What follows belongs to an exercise in optimizing a design on an open flow for small area and a short achievable clock period; a production flow would make more cautious choices. In this exercise RTL edits were held to simulation tests only and were not proved equivalent to the original. The flow treats the clock pin as an ideal source. Dropping or thinning the clock tree relies on that and would not hold on a real chip.

==> inputs of v3 <==
Design mul32k_top, start of the top module:
module mul32k_top(
    input clk,
    input [31:0] a,
    input [31:0] b,
    output reg [63:0] p
);
==> flow/config.mk <==
export PLATFORM = sky130hd
export DESIGN_NAME = mul32k_top
export DESIGN_NICKNAME = mul32k_top
export VERILOG_FILES = /design/flow/design.v
export SDC_FILE = /design/flow/constraint.sdc
export NUM_CORES = 4
export LEC_CHECK = 0
export CAP_MARGIN = 20
export CORE_MARGIN = 2
export CORE_UTILIZATION = 45
export SLEW_MARGIN = 20
export SYNTH_HIERARCHICAL = 1
==> flow/constraint.sdc <==
create_clock -name core_clock -period 45.0 [get_ports {clk}]
set_input_delay 9.0000 -clock core_clock [delete_from_list [all_inputs] [get_ports {clk}]]
set_output_delay 9.0000 -clock core_clock [all_outputs]
set_load 0.01 [all_outputs]
standard.sh (not shown) runs the stock make flow with config.mk's settings and CLKGATE_MAP_FILE= SYNTH_SCRIPT=/design/flow/synth_recipe.tcl, a recipe that flattens the netlist after the stock synthesis.
==> flow/flow/run.sh <==
#!/bin/bash
# Layout flow: the standard ORFS flow (standard.sh, unchanged synthesis and
# steps), except that the port buffers buffer_ports inserts are plain
# sky130_fd_sc_hd__buf_1 cells instead of the delay cells it picks by default.
# make's own output goes to flow_make.log; each ORFS step keeps its full log
# under orfs/logs/.
set -euo pipefail
cd "$(dirname "$0")/.."
export BUFFER_PORTS_ARGS="-buffer_cell sky130_fd_sc_hd__buf_1"
bash standard.sh finish > flow_make.log 2>&1
==> v32: changes against v3 <==
==> flow/flow/run.sh (replaced) <==
#!/bin/bash
# Layout flow: the standard ORFS flow (standard.sh: unchanged synthesis and
# steps) with two changes:
#  - the port buffers buffer_ports inserts are plain sky130_fd_sc_hd__buf_1
#    cells instead of the delay cells it picks by default;
#  - after CTS, flow/clock1.tcl rebuilds the clock tree as two balanced levels
#    of clkbuf_16 (the port drives 4 buffers, each drives 2, each of those 16
#    flip-flops), without CTS's extra root buffer and dummy loads.
# make's own output goes to flow_make.log; each ORFS step keeps its full log
# under orfs/logs/.
set -euo pipefail
cd "$(dirname "$0")/.."
export BUFFER_PORTS_ARGS="-buffer_cell sky130_fd_sc_hd__buf_1"
export POST_CTS_TCL="$PWD/flow/clock1.tcl"
bash standard.sh finish > flow_make.log 2>&1
==> flow/flow/clock1.tcl (new file) <==
# Rebuild the clock tree CTS made: the clock port drives four
# sky130_fd_sc_hd__clkbuf_16 cells, each of which drives two more, each of
# those the flip-flops of one eighth of the design (grouped by position).
# Every flip-flop gets the clock through the same two buffer levels, so the
# tree stays balanced; it only drops the single root buffer CTS puts between
# the port and the rest of the tree.
set block [ord::get_db_block]
set clk_port [$block findBTerm clk]
set clk_net [$clk_port getNet]

# flip-flops and their clock pins
set sinks {}
foreach inst [$block getInsts] {
  set m [$inst getMaster]
  if {[$m isSequential]} {
    foreach it [$inst getITerms] {
      if {[[$it getMTerm] getName] eq "CLK"} { lappend sinks $it }
    }
  }
}

# the CTS buffers: every instance that drives a net of the clock tree
set old {}
proc walk {net} {
  global old
  foreach it [$net getITerms] {
    if {[$it isInputSignal] || ![$it isOutputSignal]} { continue }
  }
  foreach it [$net getITerms] {
    set inst [$it getInst]
    set m [$inst getMaster]
    if {[$m isSequential]} { continue }
    if {[[$it getMTerm] getIoType] ne "INPUT"} { continue }
    if {[lsearch -exact $old $inst] >= 0} { continue }
    lappend old $inst
    foreach ot [$inst getITerms] {
      if {[[$ot getMTerm] getIoType] eq "OUTPUT" && [$ot getNet] ne "NULL"} { walk [$ot getNet] }
    }
  }
}
walk $clk_net
puts "clock1: [llength $sinks] flip-flops, [llength $old] CTS cells to replace"

# split the flip-flops by recursive bisection (alternating x and y at the
# median) into 8 groups; groups 2k and 2k+1 share a first-level buffer
proc bisect {its depth} {
  if {$depth == 0} { return [list $its] }
  set axis [expr {$depth % 2}]
  set keyed {}
  foreach it $its { set loc [[$it getInst] getLocation]; lappend keyed [list [lindex $loc $axis] $it] }
  set keyed [lsort -integer -index 0 $keyed]
  set h [expr {[llength $keyed] / 2}]
  set a {}; set b {}
  foreach e [lrange $keyed 0 [expr {$h - 1}]] { lappend a [lindex $e 1] }
  foreach e [lrange $keyed $h end] { lappend b [lindex $e 1] }
  return [concat [bisect $a [expr {$depth - 1}]] [bisect $b [expr {$depth - 1}]]]
}
set groups [bisect $sinks 3]

# remove the old tree
foreach inst $old {
  foreach ot [$inst getITerms] {
    set n [$ot getNet]
    if {$n ne "NULL" && [[$ot getMTerm] getIoType] eq "OUTPUT"} {
      foreach it [$n getITerms] { $it disconnect }
      odb::dbNet_destroy $n
    }
  }
  odb::dbInst_destroy $inst
}
foreach it [$clk_net getITerms] { $it disconnect }

set master [[ord::get_db] findMaster sky130_fd_sc_hd__clkbuf_16]
proc mkbuf {name x y innet} {
  global block master
  set buf [odb::dbInst_create $block $master $name]
  $buf setLocation $x $y
  $buf setPlacementStatus PLACED
  set net [odb::dbNet_create $block "${name}_net"]
  $net setSigType CLOCK
  foreach it [$buf getITerms] {
    set mt [[$it getMTerm] getName]
    if {$mt eq "A"} { $it connect $innet }
    if {$mt eq "X"} { $it connect $net }
  }
  return $net
}
proc centroid {its} {
  set sx 0; set sy 0
  foreach it $its { lassign [[$it getInst] getLocation] x y; incr sx $x; incr sy $y }
  set n [llength $its]
  return [list [expr {$sx / $n}] [expr {$sy / $n}]]
}
for {set k 0} {$k < 4} {incr k} {
  set g0 [lindex $groups [expr {2 * $k}]]
  set g1 [lindex $groups [expr {2 * $k + 1}]]
  lassign [centroid [concat $g0 $g1]] cx cy
  set n1 [mkbuf "clkbuf_l1_${k}" $cx $cy $clk_net]
  foreach g [list $g0 $g1] idx {0 1} {
    lassign [centroid $g] gx gy
    set n2 [mkbuf "clkbuf_l2_${k}_${idx}" $gx $gy $n1]
    foreach it $g { $it connect $n2 }
    puts "clock1: leaf buffer ${k}_${idx} drives [llength $g] flip-flops"
  }
}
global_connect
detailed_placement
check_placement -verbose
estimate_parasitics -placement
==> comparison <==
v3 went through all stages and came out clean. v32 aborted during clock tree synthesis (4_1_cts).
In synthesized area, v3 and v32 do not differ.
Synthesized cell count is the same in v3 and v32.
==> figures <==
|  | v3 | v32 |
|---|---|---|
| Outcome | complete, no violations | did not finish |
| Last stage reached | - | clock tree synthesis (4_1_cts) |
| Detail Placement HPWL | 55,900 um | 55,900 um |
| Adder and majority gate portion of the synthesized area | 40.4% | 40.4% |
| Die height | 219 um | 219 um |
| Main synth FF type | sky130_fd_sc_hd__dfxtp_1 | sky130_fd_sc_hd__dfxtp_1 |
| Compound-Gate Fraction of Synth Area | 30.6% | 30.6% |
| Initial cell density of the core | 45.7% | 45.7% |
| Placed instance area | 22,700 um2 | 22,700 um2 |
| Fraction of synthesized cell area in xor and xnor cells | 9.02% | 9.02% |
| Fraction of post-synthesis cell area in the top cell type by area | 40.4% | 40.4% |
| Last weighted congestion value of the routability-driven placer | 0.963 | 0.963 |
| Gate count of the mapped netlist | 1,809 | 1,809 |
| DP Worst Slack | 35,560 ps | 35,560 ps |

========
==> v19 <==
Starting RTL as in the previous note.
==> flow/design.v (excerpt) <==
module mul32k_top(
    input clk,
    input [31:0] a,
    input [31:0] b,
    output reg [63:0] p
);
Settings: LEC_CHECK=0, CAP_MARGIN=0, CORE_MARGIN=2, CORE_UTILIZATION=45, SLEW_MARGIN=0, SYNTH_HIERARCHICAL=1; clock period 45.0 ns.
==> flow/flow/run.sh <==
#!/bin/bash
# Layout flow: the standard ORFS flow (standard.sh: unchanged synthesis and
# steps) with two changes:
#  - the port buffers buffer_ports inserts are plain sky130_fd_sc_hd__buf_1
#    cells instead of the delay cells it picks by default;
#  - after CTS, flow/clock1.tcl rebuilds the clock tree as two balanced levels
#    of clkbuf_16 (the port drives 4 buffers, each drives 2, each of those 16
#    flip-flops), without CTS's extra root buffer and dummy loads.
# make's own output goes to flow_make.log; each ORFS step keeps its full log
# under orfs/logs/.
set -euo pipefail
cd "$(dirname "$0")/.."
export BUFFER_PORTS_ARGS="-buffer_cell sky130_fd_sc_hd__buf_1"
export POST_CTS_TCL="$PWD/flow/clock1.tcl"
bash standard.sh finish > flow_make.log 2>&1
Other scripts of this flow, unchanged in this note and not shown: flow/flow/clock1.tcl
==> v11: changes against v19 <==
Settings changed: CAP_MARGIN 0 to 20, SLEW_MARGIN 0 to 20.
==> v13: changes against v19 <==
Settings changed: CORE_UTILIZATION 45 to 55.
==> comparison <==
The lowest sequential share of layout area belongs to v11, the highest to v13. Critical path depth is the same in v13 and v11. Against v19, the die area of v13 is lower by about 18%. Fmax, highest first: v11, v19, v13.
No run of this note takes its clock network from TritonCTS; it comes from the design's own scripts or RTL.

[re-timing with driven ports]
The results above use ideal ports. As a check the final layouts listed here were re-extracted and re-timed, cells and wires unchanged. Step 1: set_driving_cell puts a clkbuf_16 on clk and a buf_2 on each other input, an assumption about the parent block. Step 2 adds t to the input delays and takes it off the output delays; t is the mean of the earliest and latest rising clock arrival at the registers after step 1. Input paths then give back, and output paths get back, about the clock's delay inside the block. Three values: ideal, step 1, step 2; two values: the first two.
| run | t, ns | setup slack, ns | hold slack, ns | pins driven straight from the clock port |
|---|---|---|---|---|
| v3 | 0.544 | 35.035 / 34.975 / 35.518 | 0.455 / 0.455 / 0.455 | 1 |
| v19 | 0.411 | 35.219 / 35.092 / 35.504 | 0.458 / 0.458 / 0.458 | 4 |
| v11 | 0.404 | 35.221 / 35.097 / 35.501 | 0.457 / 0.457 / 0.457 | 4 |
| v13 | 0.422 | 35.181 / 35.054 / 35.477 | 0.468 / 0.468 / 0.468 | 4 |
After both steps setup and hold are still met in every run listed.
